From an optimization exercise on the open Yosys and OpenROAD flow, aimed at a short achievable clock period and few clock cycles; shortcuts taken in it are not production practice.
Function was checked by simulation only, so behaviour that the tests miss may differ from the original.
Power figures rest on the tool's default switching activity, not on a simulated workload.

==> build 15: inputs <==
## Mips_Top
module Mips_Top(
    input clk, reset,
    output [31:0] imem_addr,
    input  [31:0] imem_rdata,
    output        dmem_we,
    output [31:0] dmem_addr,
    output [31:0] dmem_wdata,
    input  [31:0] dmem_rdata
    );
    reg  [9:0] pc;
    wire [31:0] ins = imem_rdata;
    wire [4:0]  rs = ins[25:21];
    wire [4:0]  rt = ins[20:16];
    wire d_wr, d_ld, d_st, d_mul, d_br, d_jmp, d_useimm, d_sub, d_slt;
    wire [4:0] d_dst;
    main_decoder dec(
        .ins(ins),
        .wr(d_wr), .ld(d_ld), .st(d_st), .mul(d_mul), .br(d_br),
        .jmp(d_jmp), .useimm(d_useimm), .sub(d_sub), .slt(d_slt),
        .dst(d_dst)
    );
    reg        e_wr, e_ld, e_st, e_mul, e_br;
    reg  [4:0] e_rd;
    reg        e_useimm, e_sub, e_slt;
    reg        e_fam, e_faw, e_fbm, e_fbw;
    reg  [9:0] e_bt;
    reg [31:0] e_a, e_b;
    reg [15:0] e_imm;
    reg        m_wr, m_ld, m_mul, m_st;
    reg  [4:0] m_rd;
    reg [31:0] m_res, m_sd;
    reg [223:0] m_rows;
    reg [31:0] w_val;
    wire [31:0] rf_a, rf_b;
    wire [31:0] m_wd;
    reg_file regs(
        .clk(clk), .reset(reset),
        .we(m_wr), .wa(m_rd), .wd(m_wd),
        .ra1(rs), .ra2(rt),
        .rd1(rf_a), .rd2(rf_b)
    );
    wire hazard = e_wr & (e_ld | e_mul) & ((rs == e_rd) | (rt == e_rd)) & ~d_jmp;
    localparam BI = 5;
    reg  [1:0] bht [0:(1<<BI)-1];
    wire       pred = bht[pc[BI-1:0]][1];
    reg        e_pt;
    reg [BI-1:0] e_bi;
    wire taken;
    wire [9:0] pc1 = pc + 10'd1;
    wire [9:0] tgt = pc1 + ins[9:0];
    wire [9:0] jtgt = (ins[31:26] == 6'h02) ? ins[9:0] : tgt;
    wire [9:0] pc_next = taken  ? e_bt :
                         hazard ? pc :
  ...
export LEC_CHECK = 0
export ABC_CLOCK_PERIOD_IN_PS = 4000
export CAP_MARGIN = 20
export CORE_MARGIN = 2
export CORE_UTILIZATION = 30
export PLACE_DENSITY = 0.45
export SETUP_SLACK_MARGIN = 0.5
export SLEW_MARGIN = 20
create_clock -name core_clock -period 17.0 [get_ports {clk}]
standard.sh (not shown) runs the stock make flow with config.mk's settings and CLKGATE_MAP_FILE= SYNTH_SCRIPT=/design/flow/synth_recipe.tcl, a recipe that flattens the netlist after the stock synthesis.
==> flow/flow/run.sh <==
#!/bin/bash
# The standard layout, with timing repair aimed well below the clock period.
set -uo pipefail
bash standard.sh SETUP_SLACK_MARGIN=12.5 TNS_END_PERCENT=100 finish > orfs_make.log 2>&1
==> trial 29: changes against build 15 <==
--- a/flow/design.v
+++ b/flow/design.v
@@ -1,29 +1,33 @@
 module Alu(
     input  [31:0] A, B,
     input  [15:0] imm,
     input  useimm, sub, slt,
     output [31:0] out,
-    output eq
+    output eq,
+    output ltu
 );
     wire [31:0] bi   = useimm ? {{16{imm[15]}}, imm} : B;
     wire [31:0] sum  = A + bi;
     wire [31:0] diff = A - B;
-    wire        ltu  = A < B;
+    assign      ltu  = A < B;
     assign out = slt ? {31'd0, ltu} : sub ? diff : sum;
     assign eq  = A == B;
 endmodule
 module main_decoder(
     input  [31:0] ins,
     output wr,       
     output ld, st, mul,
     output br,       
     output jmp,      
     output useimm,   
     output sub, slt,
+    output usea, useb,  
+    output addi,
+    output bq,       
     output [4:0] dst
 );
     wire [5:0] op = ins[31:26];
     wire [5:0] fn = ins[5:0];
     wire is_r    = op == 6'h00;
     wire is_addi = op == 6'h08;
     wire is_beq  = op == 6'h04;
@@ -34,14 +38,18 @@
     assign mul    = is_r & (fn == 6'h1C);
     assign sub    = is_r & (fn == 6'h22);
     assign slt    = is_r & (fn == 6'h2A);
     assign wr     = is_r | is_addi | ld;
     assign br     = is_beq & ~same & ~off0;
     assign jmp    = (op == 6'h02) | (is_beq & same);
     assign useimm = ~is_r;
+    assign addi   = is_addi;
+    assign bq     = is_beq & ~same;
+    assign usea   = is_r | is_addi | ld | st | is_beq;
+    assign useb   = is_r | st | is_beq;
     assign dst    = is_r ? ins[15:11] : ins[20:16];
 endmodule
 module reg_file(
     input clk, reset, we,
     input [4:0] wa,
     input [31:0] wd,
     input [4:0] ra1, ra2,
@@ -57,15 +65,15 @@
             memory[wa] <= wd;
     end
     assign rd1 = memory[ra1];
     assign rd2 = memory[ra2];
 endmodule
 module mul_tree_a(
     input  [31:0] a, b,
-    output [223:0] rows
+    output [191:0] rows
 );
     wire [31:0] pp0 = a & {32{b[0]}};
     wire [31:0] pp1 = {a[30:0] & {31{b[1]}}, 1'b0};
     wire [31:0] pp2 = {a[29:0] & {30{b[2]}}, 2'b0};
     wire [31:0] pp3 = {a[28:0] & {29{b[3]}}, 3'b0};
     wire [31:0] pp4 = {a[27:0] & {28{b[4]}}, 4'b0};
     wire [31:0] pp5 = {a[26:0] & {27{b[5]}}, 5'b0};
@@ -166,125 +174,195 @@
     wire [31:0] t_c3_0 = {t_m3_0[30:0], 1'b0};
     wire [31:0] t_s3_1 = t_c2_1 ^ t_s2_2 ^ t_c2_2;
     wire [31:0] t_m3_1 = (t_c2_1 & t_s2_2) | (t_c2_1 & t_c2_2) | (t_s2_2 & t_c2_2);
     wire [31:0] t_c3_1 = {t_m3_1[30:0], 1'b0};
     wire [31:0] t_s3_2 = t_s2_3 ^ t_c2_3 ^ t_s2_4;
     wire [31:0] t_m3_2 = (t_s2_3 & t_c2_3) | (t_s2_3 & t_s2_4) | (t_c2_3 & t_s2_4);
     wire [31:0] t_c3_2 = {t_m3_2[30:0], 1'b0};
-    assign rows = {t_c2_4, t_c3_2, t_s3_2, t_c3_1, t_s3_1, t_c3_0, t_s3_0};
+    wire [31:0] t_s4_0 = t_s3_0 ^ t_c3_0 ^ t_s3_1;
+    wire [31:0] t_m4_0 = (t_s3_0 & t_c3_0) | (t_s3_0 & t_s3_1) | (t_c3_0 & t_s3_1);
+    wire [31:0] t_c4_0 = {t_m4_0[30:0], 1'b0};
+    assign rows = {t_c2_4, t_c3_2, t_s3_2, t_c3_1, t_c4_0, t_s4_0};
 endmodule
 module mul_tree_b(
-    input  [223:0] rows,
+    input  [191:0] rows,
     output [31:0] p
 );
     wire [31:0] r0 = rows[31:0];
     wire [31:0] r1 = rows[63:32];
     wire [31:0] r2 = rows[95:64];
     wire [31:0] r3 = rows[127:96];
     wire [31:0] r4 = rows[159:128];
     wire [31:0] r5 = rows[191:160];
-    wire [31:0] r6 = rows[223:192];
     wire [31:0] u_s0_0 = r0 ^ r1 ^ r2;
     wire [31:0] u_m0_0 = (r0 & r1) | (r0 & r2) | (r1 & r2);
     wire [31:0] u_c0_0 = {u_m0_0[30:0], 1'b0};
     wire [31:0] u_s0_1 = r3 ^ r4 ^ r5;
     wire [31:0] u_m0_1 = (r3 & r4) | (r3 & r5) | (r4 & r5);
     wire [31:0] u_c0_1 = {u_m0_1[30:0], 1'b0};
     wire [31:0] u_s1_0 = u_s0_0 ^ u_c0_0 ^ u_s0_1;
     wire [31:0] u_m1_0 = (u_s0_0 & u_c0_0) | (u_s0_0 & u_s0_1) | (u_c0_0 & u_s0_1);
     wire [31:0] u_c1_0 = {u_m1_0[30:0], 1'b0};
     wire [31:0] u_s2_0 = u_s1_0 ^ u_c1_0 ^ u_c0_1;
     wire [31:0] u_m2_0 = (u_s1_0 & u_c1_0) | (u_s1_0 & u_c0_1) | (u_c1_0 & u_c0_1);
     wire [31:0] u_c2_0 = {u_m2_0[30:0], 1'b0};
-    wire [31:0] u_s3_0 = u_s2_0 ^ u_c2_0 ^ r6;
-    wire [31:0] u_m3_0 = (u_s2_0 & u_c2_0) | (u_s2_0 & r6) | (u_c2_0 & r6);
-    wire [31:0] u_c3_0 = {u_m3_0[30:0], 1'b0};
-    assign p = u_s3_0 + u_c3_0;
+    assign p = u_s2_0 + u_c2_0;
 endmodule
 module Mips_Top(
     input clk, reset,
     output [31:0] imem_addr,
     input  [31:0] imem_rdata,
     output        dmem_we,
     output [31:0] dmem_addr,
     output [31:0] dmem_wdata,
     input  [31:0] dmem_rdata
     );
     reg  [9:0] pc;
+    reg  [9:0] pc1;
     wire [31:0] ins = imem_rdata;
     wire [4:0]  rs = ins[25:21];
     wire [4:0]  rt = ins[20:16];
     wire d_wr, d_ld, d_st, d_mul, d_br, d_jmp, d_useimm, d_sub, d_slt;
+    wire d_usea, d_useb, d_addi, d_bq;
     wire [4:0] d_dst;
     main_decoder dec(
         .ins(ins),
         .wr(d_wr), .ld(d_ld), .st(d_st), .mul(d_mul), .br(d_br),
         .jmp(d_jmp), .useimm(d_useimm), .sub(d_sub), .slt(d_slt),
+        .usea(d_usea), .useb(d_useb), .addi(d_addi), .bq(d_bq),
         .dst(d_dst)
     );
     reg        e_wr, e_ld, e_st, e_mul, e_br;
     reg  [4:0] e_rd;
-    reg        e_useimm, e_sub, e_slt;
+    reg        e_useimm, e_sub, e_slt, e_addi;
+    reg [31:0] e_nimm;
     reg        e_fam, e_faw, e_fbm, e_fbw;
-    reg  [9:0] e_bt;
+    reg  [9:0] e_bt, e_bt1;
     reg [31:0] e_a, e_b;
     reg [15:0] e_imm;
     reg        m_wr, m_ld, m_mul, m_st;
     reg  [4:0] m_rd;
-    reg [31:0] m_res, m_sd;
-    reg [223:0] m_rows;
+    reg [31:0] m_res, m_addr, m_sd;
+    reg [191:0] m_rows;
     reg [31:0] w_val;
     wire [31:0] rf_a, rf_b;
     wire [31:0] m_wd;
     reg_file regs(
         .clk(clk), .reset(reset),
         .we(m_wr), .wa(m_rd), .wd(m_wd),
         .ra1(rs), .ra2(rt),
         .rd1(rf_a), .rd2(rf_b)
     );
-    wire hazard = e_wr & (e_ld | e_mul) & ((rs == e_rd) | (rt == e_rd)) & ~d_jmp;
+    wire hazard = e_wr & (e_ld | e_mul) &
+                  ((d_usea & (rs == e_rd)) | (d_useb & (rt == e_rd)));
     localparam BI = 5;
     reg  [1:0] bht [0:(1<<BI)-1];
-    wire       pred = bht[pc[BI-1:0]][1];
+    wire       pred = bht[pc1[BI-1:0]][1];
     reg        e_pt;
     reg [BI-1:0] e_bi;
+    reg  [31:0] zf;
+    wire        e_ltu, e_za;
+    wire        m_z  = m_ld ? (dmem_rdata == 32'd0) : (m_res == 32'd0);
+    wire        mr_z = m_res == 32'd0;
+    wire        m_k  = ~m_mul & ~m_ld;
+    wire        e_zk = e_slt | e_sub | e_addi;
+    wire        e_z  = e_slt ? ~e_ltu : e_sub ? e_eq : e_za;
+    reg  [31:0] kz, knz;
+    integer i;
+    always @* begin
+        for (i = 0; i < 32; i = i + 1) begin
+            if (m_wr & (m_rd == i)) begin
+                kz[i]  = m_k & mr_z;
+                knz[i] = m_k & ~mr_z;
+            end else begin
+                kz[i]  = zf[i];
+                knz[i] = ~zf[i];
+            end
+        end
+    end
+    reg  [10:0] bt [0:(1<<BI)-1];
+    reg  [10:0] bte;
+    reg         bseq;
+    wire        bv  = bte[10] & bseq;
+    wire [4:0]  brs = bte[9:5];
+    wire [4:0]  brt = bte[4:0];
+    reg  [4:0]  e_rs, e_rt;
+    wire xe = e_wr & (brs == e_rd);
+    wire ye = e_wr & (brt == e_rd);
+    wire kz_e  = e_zk & e_z;
+    wire knz_e = e_zk & ~e_z;
+    wire kzx  = xe ? kz_e  : kz[brs];
+    wire knzx = xe ? knz_e : knz[brs];
+    wire kzy  = ye ? kz_e  : kz[brt];
+    wire knzy = ye ? knz_e : knz[brt];
+    wire eqk = kzx & kzy;
+    wire nek = (kzx & knzy) | (knzx & kzy);
+    wire guess = bv ? (eqk | (~nek & pred)) : pred;
+    always @(posedge clk or negedge reset) begin
+        if (~reset)
+            zf <= 32'hffffffff;
+        else if (m_wr)
+            zf[m_rd] <= ~m_mul & m_z;
+    end
     wire taken;
-    wire [9:0] pc1 = pc + 10'd1;
-    wire [9:0] tgt = pc1 + ins[9:0];
-    wire [9:0] jtgt = (ins[31:26] == 6'h02) ? ins[9:0] : tgt;
-    wire [9:0] pc_next = taken  ? e_bt :
-                         hazard ? pc :
-                         (d_jmp | (d_br & pred)) ? jtgt : pc1;
+    wire [9:0] pc2   = pc1 + 10'd1;
+    wire [9:0] tgt   = pc1 + ins[9:0];
+    wire [9:0] tgt1  = pc2 + ins[9:0];
+    wire       is_j  = ins[31:26] == 6'h02;
+    wire [9:0] jtgt  = is_j ? ins[9:0] : tgt;
+    wire [9:0] jtgt1 = is_j ? ins[9:0] + 10'd1 : tgt1;
+    wire       redir = d_jmp | (d_bq & guess);
+    wire [9:0] base     = taken  ? e_bt  : hazard ? pc  : pc1;
+    wire [9:0] base1    = taken  ? e_bt1 : hazard ? pc1 : pc2;
+    wire       go       = redir & ~taken & ~hazard;
+    always @(posedge clk or negedge reset) begin
+        if (~reset) begin
+            bte  <= 11'd0;
+            bseq <= 1'b0;
+        end else begin
+            bte  <= bt[pc2[BI-1:0]];
+            bseq <= ~taken & ~hazard & ~go;
+        end
+    end
+    wire [9:0] pc_next  = go ? jtgt  : base;
+    wire [9:0] pc1_next = go ? jtgt1 : base1;
     wire issue = ~taken & ~hazard;
     always @(posedge clk or negedge reset) begin
         if (~reset) begin
             pc   <= 10'd0;
+            pc1  <= 10'd1;
             e_wr <= 1'b0; e_ld <= 1'b0; e_st <= 1'b0; e_mul <= 1'b0; e_br <= 1'b0;
             m_wr <= 1'b0; m_ld <= 1'b0; m_mul <= 1'b0; m_st <= 1'b0;
         end else begin
             pc    <= pc_next;
+            pc1   <= pc1_next;
             e_wr  <= issue & d_wr;
             e_ld  <= issue & d_ld;
             e_st  <= issue & d_st;
             e_mul <= issue & d_mul;
             e_br  <= issue & d_br;
             m_wr  <= e_wr;
             m_ld  <= e_ld;
             m_mul <= e_mul;
             m_st  <= e_st;
         end
     end
     always @(posedge clk) begin
         e_rd     <= d_dst;
         e_useimm <= d_useimm;
+        e_addi   <= d_addi;
+        e_nimm   <= -{{16{ins[15]}}, ins[15:0]};
         e_sub    <= d_sub;
         e_slt    <= d_slt;
-        e_bt     <= pred ? pc1 : tgt;
-        e_pt     <= pred;
-        e_bi     <= pc[BI-1:0];
+        e_bt     <= guess ? pc1 : tgt;
+        e_bt1    <= guess ? pc2 : tgt1;
+        e_pt     <= guess;
+        e_bi     <= pc1[BI-1:0];
+        e_rs     <= rs;
+        e_rt     <= rt;
         e_imm    <= ins[15:0];
         e_a      <= rf_a;
         e_b      <= rf_b;
         e_fam    <= e_wr & (rs == e_rd);
         e_faw    <= m_wr & (rs == m_rd);
         e_fbm    <= e_wr & (rt == e_rd);
         e_fbw    <= m_wr & (rt == m_rd);
@@ -292,40 +370,47 @@
     wire [31:0] A = e_fam ? m_res : e_faw ? w_val : e_a;
     wire [31:0] B = e_fbm ? m_res : e_fbw ? w_val : e_b;
     wire [31:0] e_res;
     wire        e_eq;
     Alu alu(
         .A(A), .B(B), .imm(e_imm),
         .useimm(e_useimm), .sub(e_sub), .slt(e_slt),
-        .out(e_res), .eq(e_eq)
+        .out(e_res), .eq(e_eq), .ltu(e_ltu)
     );
     assign taken = e_br & (e_eq ^ e_pt);
+    assign e_za = A == e_nimm;
     integer k;
     always @(posedge clk or negedge reset) begin
         if (~reset) begin
-            for (k = 0; k < (1<<BI); k = k + 1)
+            for (k = 0; k < (1<<BI); k = k + 1) begin
                 bht[k] <= 2'b01;
+                bt[k]  <= 11'd0;
+            end
         end else if (e_br) begin
+            bt[e_bi] <= {1'b1, e_rs, e_rt};
             if (e_eq & (bht[e_bi] != 2'b11))
                 bht[e_bi] <= bht[e_bi] + 2'd1;
             else if (~e_eq & (bht[e_bi] != 2'b00))
                 bht[e_bi] <= bht[e_bi] - 2'd1;
         end
     end
-    wire [223:0] e_rows;
+    wire [191:0] e_rows;
     mul_tree_a mta(.a(A), .b(B), .rows(e_rows));
     always @(posedge clk) begin
         m_rd   <= e_rd;
         m_res  <= e_res;
         m_sd   <= B;
         m_rows <= e_rows;
     end
+    always @(posedge clk)
+        if (e_ld | e_st)
+            m_addr <= e_res;
     wire [31:0] m_prod;
     mul_tree_b mtb(.rows(m_rows), .p(m_prod));
     assign m_wd = m_ld ? dmem_rdata : m_mul ? m_prod : m_res;
     always @(posedge clk)
         w_val <= m_wd;
     assign imem_addr  = {20'd0, pc, 2'b00};
     assign dmem_we    = m_st;
-    assign dmem_addr  = m_res;
+    assign dmem_addr  = m_addr;
     assign dmem_wdata = m_sd;
 endmodule
==> trial 32: changes against build 15 <==
--- a/flow/design.v
+++ b/flow/design.v
@@ -24,22 +24,21 @@
 );
     wire [5:0] op = ins[31:26];
     wire [5:0] fn = ins[5:0];
     wire is_r    = op == 6'h00;
     wire is_addi = op == 6'h08;
     wire is_beq  = op == 6'h04;
     wire same    = ins[25:21] == ins[20:16];
-    wire off0    = ins[15:0] == 16'd0;
     assign ld     = op == 6'h23;
     assign st     = op == 6'h2B;
     assign mul    = is_r & (fn == 6'h1C);
     assign sub    = is_r & (fn == 6'h22);
     assign slt    = is_r & (fn == 6'h2A);
     assign wr     = is_r | is_addi | ld;
-    assign br     = is_beq & ~same & ~off0;
+    assign br     = is_beq & ~same;
     assign jmp    = (op == 6'h02) | (is_beq & same);
     assign useimm = ~is_r;
     assign dst    = is_r ? ins[15:11] : ins[20:16];
 endmodule
 module reg_file(
     input clk, reset, we,
     input [4:0] wa,
@@ -57,15 +56,15 @@
             memory[wa] <= wd;
     end
     assign rd1 = memory[ra1];
     assign rd2 = memory[ra2];
 endmodule
 module mul_tree_a(
     input  [31:0] a, b,
-    output [223:0] rows
+    output [159:0] rows
 );
     wire [31:0] pp0 = a & {32{b[0]}};
     wire [31:0] pp1 = {a[30:0] & {31{b[1]}}, 1'b0};
     wire [31:0] pp2 = {a[29:0] & {30{b[2]}}, 2'b0};
     wire [31:0] pp3 = {a[28:0] & {29{b[3]}}, 3'b0};
     wire [31:0] pp4 = {a[27:0] & {28{b[4]}}, 4'b0};
     wire [31:0] pp5 = {a[26:0] & {27{b[5]}}, 5'b0};
@@ -166,43 +165,41 @@
     wire [31:0] t_c3_0 = {t_m3_0[30:0], 1'b0};
     wire [31:0] t_s3_1 = t_c2_1 ^ t_s2_2 ^ t_c2_2;
     wire [31:0] t_m3_1 = (t_c2_1 & t_s2_2) | (t_c2_1 & t_c2_2) | (t_s2_2 & t_c2_2);
     wire [31:0] t_c3_1 = {t_m3_1[30:0], 1'b0};
     wire [31:0] t_s3_2 = t_s2_3 ^ t_c2_3 ^ t_s2_4;
     wire [31:0] t_m3_2 = (t_s2_3 & t_c2_3) | (t_s2_3 & t_s2_4) | (t_c2_3 & t_s2_4);
     wire [31:0] t_c3_2 = {t_m3_2[30:0], 1'b0};
-    assign rows = {t_c2_4, t_c3_2, t_s3_2, t_c3_1, t_s3_1, t_c3_0, t_s3_0};
+    wire [31:0] t_s4_0 = t_s3_0 ^ t_c3_0 ^ t_s3_1;
+    wire [31:0] t_m4_0 = (t_s3_0 & t_c3_0) | (t_s3_0 & t_s3_1) | (t_c3_0 & t_s3_1);
+    wire [31:0] t_c4_0 = {t_m4_0[30:0], 1'b0};
+    wire [31:0] t_s4_1 = t_c3_1 ^ t_s3_2 ^ t_c3_2;
+    wire [31:0] t_m4_1 = (t_c3_1 & t_s3_2) | (t_c3_1 & t_c3_2) | (t_s3_2 & t_c3_2);
+    wire [31:0] t_c4_1 = {t_m4_1[30:0], 1'b0};
+    assign rows = {t_c2_4, t_c4_1, t_s4_1, t_c4_0, t_s4_0};
 endmodule
 module mul_tree_b(
-    input  [223:0] rows,
+    input  [159:0] rows,
     output [31:0] p
 );
     wire [31:0] r0 = rows[31:0];
     wire [31:0] r1 = rows[63:32];
     wire [31:0] r2 = rows[95:64];
     wire [31:0] r3 = rows[127:96];
     wire [31:0] r4 = rows[159:128];
-    wire [31:0] r5 = rows[191:160];
-    wire [31:0] r6 = rows[223:192];
     wire [31:0] u_s0_0 = r0 ^ r1 ^ r2;
     wire [31:0] u_m0_0 = (r0 & r1) | (r0 & r2) | (r1 & r2);
     wire [31:0] u_c0_0 = {u_m0_0[30:0], 1'b0};
-    wire [31:0] u_s0_1 = r3 ^ r4 ^ r5;
-    wire [31:0] u_m0_1 = (r3 & r4) | (r3 & r5) | (r4 & r5);
-    wire [31:0] u_c0_1 = {u_m0_1[30:0], 1'b0};
-    wire [31:0] u_s1_0 = u_s0_0 ^ u_c0_0 ^ u_s0_1;
-    wire [31:0] u_m1_0 = (u_s0_0 & u_c0_0) | (u_s0_0 & u_s0_1) | (u_c0_0 & u_s0_1);
+    wire [31:0] u_s1_0 = u_s0_0 ^ u_c0_0 ^ r3;
+    wire [31:0] u_m1_0 = (u_s0_0 & u_c0_0) | (u_s0_0 & r3) | (u_c0_0 & r3);
     wire [31:0] u_c1_0 = {u_m1_0[30:0], 1'b0};
-    wire [31:0] u_s2_0 = u_s1_0 ^ u_c1_0 ^ u_c0_1;
-    wire [31:0] u_m2_0 = (u_s1_0 & u_c1_0) | (u_s1_0 & u_c0_1) | (u_c1_0 & u_c0_1);
+    wire [31:0] u_s2_0 = u_s1_0 ^ u_c1_0 ^ r4;
+    wire [31:0] u_m2_0 = (u_s1_0 & u_c1_0) | (u_s1_0 & r4) | (u_c1_0 & r4);
     wire [31:0] u_c2_0 = {u_m2_0[30:0], 1'b0};
-    wire [31:0] u_s3_0 = u_s2_0 ^ u_c2_0 ^ r6;
-    wire [31:0] u_m3_0 = (u_s2_0 & u_c2_0) | (u_s2_0 & r6) | (u_c2_0 & r6);
-    wire [31:0] u_c3_0 = {u_m3_0[30:0], 1'b0};
-    assign p = u_s3_0 + u_c3_0;
+    assign p = u_s2_0 + u_c2_0;
 endmodule
 module Mips_Top(
     input clk, reset,
     output [31:0] imem_addr,
     input  [31:0] imem_rdata,
     output        dmem_we,
     output [31:0] dmem_addr,
@@ -227,37 +224,32 @@
     reg        e_fam, e_faw, e_fbm, e_fbw;
     reg  [9:0] e_bt;
     reg [31:0] e_a, e_b;
     reg [15:0] e_imm;
     reg        m_wr, m_ld, m_mul, m_st;
     reg  [4:0] m_rd;
     reg [31:0] m_res, m_sd;
-    reg [223:0] m_rows;
+    reg [159:0] m_rows;
     reg [31:0] w_val;
     wire [31:0] rf_a, rf_b;
     wire [31:0] m_wd;
     reg_file regs(
         .clk(clk), .reset(reset),
         .we(m_wr), .wa(m_rd), .wd(m_wd),
         .ra1(rs), .ra2(rt),
         .rd1(rf_a), .rd2(rf_b)
     );
     wire hazard = e_wr & (e_ld | e_mul) & ((rs == e_rd) | (rt == e_rd)) & ~d_jmp;
-    localparam BI = 5;
-    reg  [1:0] bht [0:(1<<BI)-1];
-    wire       pred = bht[pc[BI-1:0]][1];
-    reg        e_pt;
-    reg [BI-1:0] e_bi;
     wire taken;
     wire [9:0] pc1 = pc + 10'd1;
     wire [9:0] tgt = pc1 + ins[9:0];
     wire [9:0] jtgt = (ins[31:26] == 6'h02) ? ins[9:0] : tgt;
     wire [9:0] pc_next = taken  ? e_bt :
                          hazard ? pc :
-                         (d_jmp | (d_br & pred)) ? jtgt : pc1;
+                         d_jmp  ? jtgt : pc1;
     wire issue = ~taken & ~hazard;
     always @(posedge clk or negedge reset) begin
         if (~reset) begin
             pc   <= 10'd0;
             e_wr <= 1'b0; e_ld <= 1'b0; e_st <= 1'b0; e_mul <= 1'b0; e_br <= 1'b0;
             m_wr <= 1'b0; m_ld <= 1'b0; m_mul <= 1'b0; m_st <= 1'b0;
         end else begin
@@ -274,17 +266,15 @@
         end
     end
     always @(posedge clk) begin
         e_rd     <= d_dst;
         e_useimm <= d_useimm;
         e_sub    <= d_sub;
         e_slt    <= d_slt;
-        e_bt     <= pred ? pc1 : tgt;
-        e_pt     <= pred;
-        e_bi     <= pc[BI-1:0];
+        e_bt     <= tgt;
         e_imm    <= ins[15:0];
         e_a      <= rf_a;
         e_b      <= rf_b;
         e_fam    <= e_wr & (rs == e_rd);
         e_faw    <= m_wr & (rs == m_rd);
         e_fbm    <= e_wr & (rt == e_rd);
         e_fbw    <= m_wr & (rt == m_rd);
@@ -294,28 +284,16 @@
     wire [31:0] e_res;
     wire        e_eq;
     Alu alu(
         .A(A), .B(B), .imm(e_imm),
         .useimm(e_useimm), .sub(e_sub), .slt(e_slt),
         .out(e_res), .eq(e_eq)
     );
-    assign taken = e_br & (e_eq ^ e_pt);
-    integer k;
-    always @(posedge clk or negedge reset) begin
-        if (~reset) begin
-            for (k = 0; k < (1<<BI); k = k + 1)
-                bht[k] <= 2'b01;
-        end else if (e_br) begin
-            if (e_eq & (bht[e_bi] != 2'b11))
-                bht[e_bi] <= bht[e_bi] + 2'd1;
-            else if (~e_eq & (bht[e_bi] != 2'b00))
-                bht[e_bi] <= bht[e_bi] - 2'd1;
-        end
-    end
-    wire [223:0] e_rows;
+    assign taken = e_br & e_eq;
+    wire [159:0] e_rows;
     mul_tree_a mta(.a(A), .b(B), .rows(e_rows));
     always @(posedge clk) begin
         m_rd   <= e_rd;
         m_res  <= e_res;
         m_sd   <= B;
         m_rows <= e_rows;
     end
CORE_UTILIZATION = 40   (was 30)
PLACE_DENSITY = 0.6   (was 0.45)
==> summary of the runs <==
The lowest non-clock buffer count belongs to build 15, the highest to trial 29. In trial 32 the critical path depth is higher than in trial 29, by 11. Of trial 29 and build 15, trial 29 has the higher sequential share of layout area (gap 0.67 points). Final area: trial 29 > build 15 > trial 32. The lowest area after synthesis belongs to trial 32, the highest to trial 29. The highest worst hold slack belongs to trial 29, the lowest to trial 32. Global-route usage, lowest first: build 15, trial 29, trial 32.
==> figures <==
metric	trial 29	trial 32	build 15
Outcome	no timing/DRC/antenna violations	no timing/DRC/antenna violations	no timing/DRC/antenna violations
Starting density of the core	0.301	0.402	0.302
Total area of multi-input combinational cells	58100 sq um	44200 sq um	47200 sq um
Count of state elements after synthesis	1900	1332	1433
Metal1 wirelength	223000 microns	135000 microns	178000 microns
Count of flip-flops with a built-in enable after synthesis	32	0	0
Final design area excluding fillers	136000 sq um	96800 sq um	104000 sq um
Met3 routed WL	75100 microns	61100 microns	52700 microns
Drt via density	6.13	6.73	6.03
Post-layout minimum cycle time	5130 ps	4960 ps	4990 ps
Switching fraction of total power	0.441	0.446	0.455
Router iterations before antenna repair	14	13	9
Start point of the critical path	dmem_rdata[0]	e_fbw$_DFF_P_	m_rows[23]$_DFF_P_
Number of antenna violations at the first check in global routing	55	33	27
Worst setup slack after placement	9330 ps	10150 ps	10040 ps
Delay of the slowest cell on the worst path	640 ps	550 ps	550 ps
Testbench counts of build 15, summed over its fixed seeds: cycles 18,367.
Testbench counts of trial 29, summed over its fixed seeds: cycles 17,906.
Testbench counts of trial 32, summed over its fixed seeds: cycles 18,594.

-- re-timing with driven ports --
Ports are ideal in the flow. The routed layouts listed here were re-timed in OpenROAD.
Step 1 (the two cells are an assumption about what drives the block):
set clk [get_ports {clk}]
set_driving_cell -lib_cell sky130_fd_sc_hd__clkbuf_16 $clk
set_driving_cell -lib_cell sky130_fd_sc_hd__buf_2 [delete_from_list [all_inputs] $clk]
Step 2 adds t to the input delays and takes it off the output delays; t is the mean of the earliest and latest rising clock arrival at the registers after step 1. Input paths then give back, and output paths get back, about the clock's delay inside the block.
Slacks: ideal ports / drivers / drivers and shift; pairs: ideal ports / drivers.
run	t (ns)	setup WS [ns]	worst setup path at the end	clock arrival spread, ns
build 15	0.951	12.012 / 11.957 / 11.266	input to register	0.065 / 0.066
trial 29	1.038	11.874 / 11.811 / 10.881	input to register	0.150 / 0.151
trial 32	0.911	12.044 / 12.044 / 11.337	input to register	0.047 / 0.047
After both steps setup and hold are still met in every run listed. The setup slack of trial 29, which loses most, moves by -0.063 ns with the drivers and by -0.993 ns with both steps.
